Source: an optimization exercise on an open RTL-to-GDS flow (aim: small area, a short achievable clock period and few clock cycles per item). Production flows keep margins and buffers that such runs may drop.

v5:
==> module booth_multiplier, before the edit <==
module booth_multiplier(clk, reset_n, multiplier, multiplicand, op_start, op_clear, op_done, result);
	input clk, reset_n;
	input [63:0] multiplier;
	input [63:0] multiplicand;
	input op_start, op_clear;
	output op_done;
	output [127:0] result;
	localparam IDLE = 2'd0, BUSY = 2'd1, DONE = 2'd2;
	reg [1:0] state;
	reg [3:0] cnt;
	reg op_done;
	reg [63:0] lo;              
	reg [64:0] acc_s, acc_c;    
	reg [7:0]  pend_s, pend_c;  
	reg        cin;             
	reg        first;           
	reg [3:0]  sel1, sel2, neg;  
	wire [8:0] win_ld = {multiplier[7:0], 1'b0};
	wire [8:0] win_nx = lo[15:7];
	wire [8:0] win = (state == IDLE) ? win_ld : win_nx;
	wire [3:0] e1, e2, en;
	genvar t;
	generate
		for (t = 0; t < 4; t = t + 1) begin : g_enc
			wire b0 = win[2*t];
			wire b1 = win[2*t+1];
			wire b2 = win[2*t+2];
			assign e1[t] = b1 ^ b0;
			assign e2[t] = (b2 & ~b1 & ~b0) | (~b2 & b1 & b0);
			assign en[t] = b2 & ~(b1 & b0);
		end
	endgenerate
	wire [63:0] nvec;
	generate
		for (t = 0; t < 32; t = t + 1) begin : g_neg
			wire xm1 = (t == 0) ? 1'b0 : multiplier[2*t-1];
			assign nvec[2*t] = multiplier[2*t+1] & ~(multiplier[2*t] & xm1);
			assign nvec[2*t+1] = 1'b0;
		end
	endgenerate
	wire [64:0] pat [0:3];
	generate
		for (t = 0; t < 4; t = t + 1) begin : g_row
			wire [64:0] mag = ({65{sel1[t]}} & {multiplicand[63], multiplicand}) | ({65{sel2[t]}} & {multiplicand, 1'b0});
			assign pat[t] = mag ^ {65{neg[t]}};
		end
	endgenerate
	wire [64:0] as_in = first ? {1'b1, 64'b0} : acc_s;
	wire [72:0] l3_s, l3_c;
	csa_tree u_tree(.as(as_in), .ac(acc_c), .p0(pat[0]), .p1(pat[1]), .p2(pat[2]), .p3(pat[3]), .s(l3_s), .c(l3_c));
	wire [72:0] sum = {acc_s[64:0], pend_s} + {acc_c[64:0], pend_c[7:1], cin};
	wire c8 = sum[8] ^ acc_s[0] ^ acc_c[0];
	wire idle = (state == IDLE);
	wire step = (state == BUSY) & ~cnt[3];
	wire fin = (state == BUSY) & cnt[3];
	always @(posedge clk or negedge reset_n) begin
		if (!reset_n) begin
			state <= IDLE;
			cnt <= 4'd0;
			op_done <= 1'b0;
		end else if (op_clear) begin
			state <= IDLE;
			op_done <= 1'b0;
		end else begin
			case (state)
				IDLE: if (op_start) begin state <= BUSY; cnt <= 4'd0; end
				BUSY: begin
					cnt <= cnt + 4'd1;
					if (cnt[3]) begin state <= DONE; op_done <= 1'b1; end
				end
				default: ;
			endcase
		end
	end
	always @(posedge clk) begin
		sel1 <= e1;
		sel2 <= e2;
		neg <= en;
		first <= idle;
		acc_s <= l3_s[72:8];
		pend_s <= l3_s[7:0];
		pend_c <= l3_c[7:0];
		cin <= c8 & ~first;
		if (step)
			acc_c <= l3_c[72:8];
		else if (idle)
			acc_c <= {1'b0, nvec};
		else if (fin)
			acc_c[63:0] <= sum[71:8];
		if (idle)
			lo <= multiplier;
		else if (step | fin)
			lo <= {sum[7:0], lo[63:8]};
	end
	assign result = {acc_c[63:0], lo};
endmodule
Settings: LEC_CHECK=0, CAP_MARGIN=20, CORE_MARGIN=2, CORE_UTILIZATION=40, SETUP_SLACK_MARGIN=3.2, SLEW_MARGIN=20, SYNTH_HIERARCHICAL=1, TNS_END_PERCENT=5; clock period 6.0 ns.
standard.sh (not shown) runs the stock make flow with config.mk's settings and CLKGATE_MAP_FILE= SYNTH_SCRIPT=/design/flow/synth_recipe.tcl, a recipe that flattens the netlist after the stock synthesis.
==> flow/flow/run.sh <==
#!/bin/bash
# Standard ORFS layout, with the port buffers made of the smallest buffer cell.
set -euo pipefail
cd "$(dirname "$0")/.."
bash standard.sh 'BUFFER_PORTS_ARGS=-buffer_cell sky130_fd_sc_hd__buf_1' finish > standard_flow.log 2>&1
The following lists how v36 was set up differently from v5:
==> flow/design.v, changed modules only <==
module booth_multiplier(clk, reset_n, multiplier, multiplicand, op_start, op_clear, op_done, result);
	input clk, reset_n;
	input [63:0] multiplier;
	input [63:0] multiplicand;
	input op_start, op_clear;
	output op_done;
	output [127:0] result;
	localparam IDLE = 2'd0, BUSY = 2'd1, DONE = 2'd2;
	reg [1:0] state;
	reg [3:0] cnt;
	reg op_done;
	reg [63:0] lo;              
	reg [64:0] acc_s, acc_c;    
	reg [7:0]  pend_s, pend_c;  
	reg        cin;             
	reg [3:0]  sel1, sel2, neg;  
	wire [8:0] win_ld = {multiplier[7:0], 1'b0};
	wire [8:0] win_nx = lo[15:7];
	wire [8:0] win = (state == IDLE) ? win_ld : win_nx;
	wire [3:0] e1, e2, en;
	genvar t;
	generate
		for (t = 0; t < 4; t = t + 1) begin : g_enc
			wire b0 = win[2*t];
			wire b1 = win[2*t+1];
			wire b2 = win[2*t+2];
			assign e1[t] = b1 ^ b0;
			assign e2[t] = (b2 & ~b1 & ~b0) | (~b2 & b1 & b0);
			assign en[t] = b2 & ~(b1 & b0);
		end
	endgenerate
	wire [63:0] nvec;
	generate
		for (t = 0; t < 32; t = t + 1) begin : g_neg
			wire xm1 = (t == 0) ? 1'b0 : multiplier[2*t-1];
			assign nvec[2*t] = multiplier[2*t+1] & ~(multiplier[2*t] & xm1);
			assign nvec[2*t+1] = 1'b0;
		end
	endgenerate
	wire [64:0] pat [0:3];
	generate
		for (t = 0; t < 4; t = t + 1) begin : g_row
			wire [64:0] mag = ({65{sel1[t]}} & {multiplicand[63], multiplicand}) | ({65{sel2[t]}} & {multiplicand, 1'b0});
			assign pat[t] = mag ^ {65{neg[t]}};
		end
	endgenerate
	wire [72:0] l3_s, l3_c;
	csa_tree u_tree(.as(acc_s), .ac(acc_c), .p0(pat[0]), .p1(pat[1]), .p2(pat[2]), .p3(pat[3]), .s(l3_s), .c(l3_c));
	wire [72:0] sum = {acc_s[64:0], pend_s} + {acc_c[64:0], pend_c[7:1], cin};
	wire c8 = sum[8] ^ acc_s[0] ^ acc_c[0];
	wire idle = (state == IDLE);
	wire step = (state == BUSY) & ~cnt[3];
	wire fin = (state == BUSY) & cnt[3];
	always @(posedge clk or negedge reset_n) begin
		if (!reset_n) begin
			state <= IDLE;
			cnt <= 4'd0;
			op_done <= 1'b0;
		end else if (op_clear) begin
			state <= IDLE;
			op_done <= 1'b0;
		end else begin
			case (state)
				IDLE: if (op_start) begin state <= BUSY; cnt <= 4'd0; end
				BUSY: begin
					cnt <= cnt + 4'd1;
					if (cnt[3]) begin state <= DONE; op_done <= 1'b1; end
				end
				default: ;
			endcase
		end
	end
	always @(posedge clk) begin
		sel1 <= e1;
		sel2 <= e2;
		neg <= en;
		if (idle) begin
			acc_c <= {1'b0, nvec};
			pend_s <= 8'b0;
			pend_c <= 8'b0;
			cin <= 1'b0;
		end else begin
			acc_c <= l3_c[72:8];
			pend_s <= l3_s[7:0];
			pend_c <= l3_c[7:0];
			cin <= c8;
		end
		if (idle) begin
			lo <= multiplier;
			acc_s <= {1'b1, 64'b0};
		end else if (step) begin
			lo <= {sum[7:0], lo[63:8]};
			acc_s <= l3_s[72:8];
		end else if (fin) begin
			lo <= {sum[7:0], lo[63:8]};
			acc_s[63:0] <= sum[71:8];
		end
	end
	assign result = {acc_s[63:0], lo};
endmodule
[summary]
v36 completed every stage of the flow, and the final layout passed the timing, DRC and antenna checks. The run showing the smaller first-pass GRT wire length is v5. Between v5 and v36, the difference in per-cell via count in the routed design is negligible. [v36] post-route core utilization fell 0.35 points relative to v5. Maximum frequency: lower on v5. multiplicand[4] as the start point of the critical path was reported by v36, and multiplicand[20] by v5. Delta (v36 minus v5): required time at the endpoint of the critical path now larger, total die area now smaller.
No run of this note included a check of the RTL's function; only the layout flow was run.

==> re-timing with driven ports <==
Ports are ideal in the flow. The routed layouts listed here were re-timed in OpenROAD. Step 1 sets driving cells, clkbuf_16 on the clock port and buf_2 on the other inputs (assumed; they add their load-dependent delay and slew). Step 2 moves the port delays by t, midway between the first and last clock arrival at a register: inputs arrive t later, outputs are due t later. That takes back most of the time a late clock gives input paths. a / b / c = no drivers / after step 1 / after step 2; a / b = the first two.
run | shift t [ns] | slack for setup (ns) | worst hold slack (ns) | worst setup path at the end | worst register clock-pin slew, ns
v5 | 0.627 | 2.727 / 2.746 / 2.119 | 0.504 / 0.486 / 0.504 | input to register | 0.06 / 0.06
v36 | 0.643 | 2.861 / 2.895 / 2.252 | 0.492 / 0.471 / 0.492 | input to register | 0.07 / 0.07
After both steps setup and hold are still met in every run listed. For v36, which loses most, drivers alone change the setup slack by +0.034 ns; drivers and shift together by -0.609 ns.
